From an optimization exercise on the open Yosys and OpenROAD flow, aimed at small area and a short achievable clock period; shortcuts taken in it are not production practice.
Power and IR drop assume default switching activity.

==> module sync_fifo, before the edit <==
module sync_fifo
#(
    parameter DATA_WIDTH = 8,
    parameter DATA_DEPTH = 64,
    parameter ADDR_WIDTH = 6
)
(
	input   wire                      clk,
	input   wire                      rst_n,
	input   wire  [DATA_WIDTH-1:0]    wr_data,
	input   wire                      rq,   
	input   wire                      wq,   
	output  reg   [DATA_WIDTH-1:0]    rd_data,
	output  wire                      full,
	output  wire                      empty
);
reg [DATA_WIDTH-1:0] mem [DATA_DEPTH-1:0];
reg [ADDR_WIDTH-1:0] rd_ptr;
reg [ADDR_WIDTH-1:0] wr_ptr;
reg full_r;
reg empty_r;
assign full  = full_r;
assign empty = empty_r;
wire wr_en = wq & ~full_r;
wire rd_en = rq & ~empty_r;
wire [ADDR_WIDTH-1:0] rd_ptr_inc = rd_ptr + 1'b1;
wire [ADDR_WIDTH-1:0] wr_ptr_inc = wr_ptr + 1'b1;
wire one_left  = (rd_ptr_inc == wr_ptr);    
wire one_free  = (wr_ptr_inc == rd_ptr);    
always @(posedge clk or negedge rst_n)
begin
	if (!rst_n) begin
		rd_ptr  <= 0;
		wr_ptr  <= 0;
		full_r  <= 1'b0;
		empty_r <= 1'b1;
	end else begin
		if (wr_en)
			wr_ptr <= wr_ptr_inc;
		if (rd_en)
			rd_ptr <= rd_ptr_inc;
		empty_r <= ~wr_en & (empty_r | (rd_en & one_left));
		full_r  <= ~rd_en & (full_r | (wr_en & one_free));
	end
end
always @(posedge clk or negedge rst_n)
begin
	if (!rst_n)
		rd_data <= 0;
	else if (rd_en)
		rd_data <= mem[rd_ptr];
end
genvar i;
generate
	for (i = 0; i < DATA_DEPTH; i = i + 1) begin : row
		wire ld = (wr_ptr == i) & ~full_r;
		always @(posedge clk)
			mem[i] <= ({DATA_WIDTH{ld}} & wr_data) | ({DATA_WIDTH{~ld}} & mem[i]);
	end
endgenerate
endmodule
make LEC_CHECK=0 CAP_MARGIN=20 CORE_MARGIN=2 CORE_UTILIZATION=60 SETUP_SLACK_MARGIN=2.0 SLEW_MARGIN=20 finish   # period 4.0 ns
run.sh (not shown) runs the stock make flow with config.mk's settings and CLKGATE_MAP_FILE= SYNTH_SCRIPT=/design/flow/synth_recipe.tcl, a recipe that flattens the netlist after the stock synthesis.
The starting point completed with no timing, DRC or antenna violations.
Rerun with:
==> flow/design.v (replaced) <==
`default_nettype none
module sync_fifo
#(
    parameter DATA_WIDTH = 8,
    parameter DATA_DEPTH = 64,
    parameter ADDR_WIDTH = 6
)
(
	input   wire                      clk,
	input   wire                      rst_n,
	input   wire  [DATA_WIDTH-1:0]    wr_data,
	input   wire                      rq,   
	input   wire                      wq,   
	output  reg   [DATA_WIDTH-1:0]    rd_data,
	output  wire                      full,
	output  wire                      empty
);
reg [DATA_WIDTH-1:0] mem [DATA_DEPTH-1:0];
reg [ADDR_WIDTH-1:0] wr_ptr;
reg [7:0]            rd_lo_a;
reg [7:0]            rd_lo_b;
reg [3:0]            rd_hi;
reg full_r;
reg empty_r;
assign full  = full_r;
assign empty = empty_r;
wire wr_en = wq & ~full_r;
wire rd_en = rq & ~empty_r;
wire [7:0] rd_lo = rd_lo_a | rd_lo_b;    
wire       rd_p5 = |rd_lo_b;             
wire [ADDR_WIDTH-1:0] wr_ptr_inc = wr_ptr + 1'b1;
wire [ADDR_WIDTH-1:0] wr_ptr_dec = wr_ptr - 1'b1;
wire one_left = rd_lo[wr_ptr_dec[2:0]] & rd_hi[wr_ptr_dec[4:3]] & (rd_p5 == wr_ptr_dec[5]);
wire one_free = rd_lo[wr_ptr_inc[2:0]] & rd_hi[wr_ptr_inc[4:3]] & (rd_p5 == wr_ptr_inc[5]);
always @(posedge clk or negedge rst_n)
begin
	if (!rst_n) begin
		wr_ptr  <= 0;
		full_r  <= 1'b0;
		empty_r <= 1'b1;
	end else begin
		if (wr_en)
			wr_ptr <= wr_ptr_inc;
		empty_r <= ~wr_en & (empty_r | (rd_en & one_left));
		full_r  <= ~rd_en & (full_r | (wr_en & ~empty_r & one_free));
	end
end
reg [7:0] lo_n;
reg [3:0] hi_n;
reg       p5_n;
always @(*) begin
	if (empty_r) begin
		lo_n = 8'd1 << wr_ptr[2:0];
		hi_n = 4'd1 << wr_ptr[4:3];
		p5_n = wr_ptr[5];
	end else begin
		lo_n = {rd_lo[6:0], rd_lo[7]};
		hi_n = rd_lo[7] ? {rd_hi[2:0], rd_hi[3]} : rd_hi;
		p5_n = rd_p5 ^ (rd_lo[7] & rd_hi[3]);
	end
end
always @(posedge clk)
begin
	if (empty_r || rq) begin
		rd_lo_a <= lo_n & {8{~p5_n}};
		rd_lo_b <= lo_n & {8{p5_n}};
		rd_hi   <= hi_n;
	end
end
reg [DATA_WIDTH-1:0] grp [7:0];
reg [DATA_WIDTH-1:0] rd_next;
integer j, k;
always @(*) begin
	for (j = 0; j < 8; j = j + 1) begin
		grp[j] = {DATA_WIDTH{1'b0}};
		for (k = 0; k < 8; k = k + 1)
			grp[j] = grp[j] | ({DATA_WIDTH{(j < 4) ? rd_lo_a[k] : rd_lo_b[k]}} & mem[8*j+k]);
	end
	rd_next = {DATA_WIDTH{1'b0}};
	for (j = 0; j < 4; j = j + 1)
		rd_next = rd_next | ({DATA_WIDTH{rd_hi[j]}} & (grp[j] | grp[j+4]));
end
always @(posedge clk or negedge rst_n)
begin
	if (!rst_n)
		rd_data <= 0;
	else if (rd_en)
		rd_data <= rd_next;
end
genvar i;
generate
	for (i = 0; i < DATA_DEPTH; i = i + 1) begin : row
		always @(posedge clk)
			if ((wr_ptr == i) && !full_r)
				mem[i] <= wr_data;
	end
endgenerate
endmodule
`default_nettype wire
Outcome: Combinational power is higher by a quarter to a third. Sequential power is higher by a few percent. Final area is higher slightly. Total power is higher by roughly a tenth. Global-route usage is lower by 7.5 points. Critical path depth is lower by 2. Clock skew hardly moves. Hold slack gains 340 ps. Register-to-register slack gains 770 ps. Worst setup slack gains 770 ps. Synthesized area is lower by a few percent. Die area is lower by a few percent.
No functional check of the RTL was part of any run of this note.

[what the ideal ports hide]
The results above use ideal ports. As a check the final layouts listed here were re-extracted and re-timed, cells and wires unchanged.
Step 1: set_driving_cell puts a clkbuf_16 on clk and a buf_2 on each other input, an assumption about the parent block.
Step 2 times the ports against the registers' clock, not the clock port: input delays grow and output delays shrink by t, the midpoint of the rising clock arrivals with the driver on.
Slacks: ideal / step 1 / step 2; pairs: ideal / step 1.
run | t (ns) | slack for setup (ns) | worst hold slack (ns) | clock arrival spread, ns | slew at the worst register clock pin (ns)
the first run | 0.665 | 1.000 / 1.000 / 1.000 | 0.232 / 0.200 / 0.503 | 0.021 / 0.021 | 0.07 / 0.07
the second run | 0.624 | 1.775 / 1.775 / 1.419 | 0.567 / 0.567 / 0.567 | 0.018 / 0.018 | 0.07 / 0.07
After both steps setup and hold are still met in every run listed. The setup slack of the second run, which loses most, moves by 0.000 ns with the drivers and by -0.356 ns with both steps.
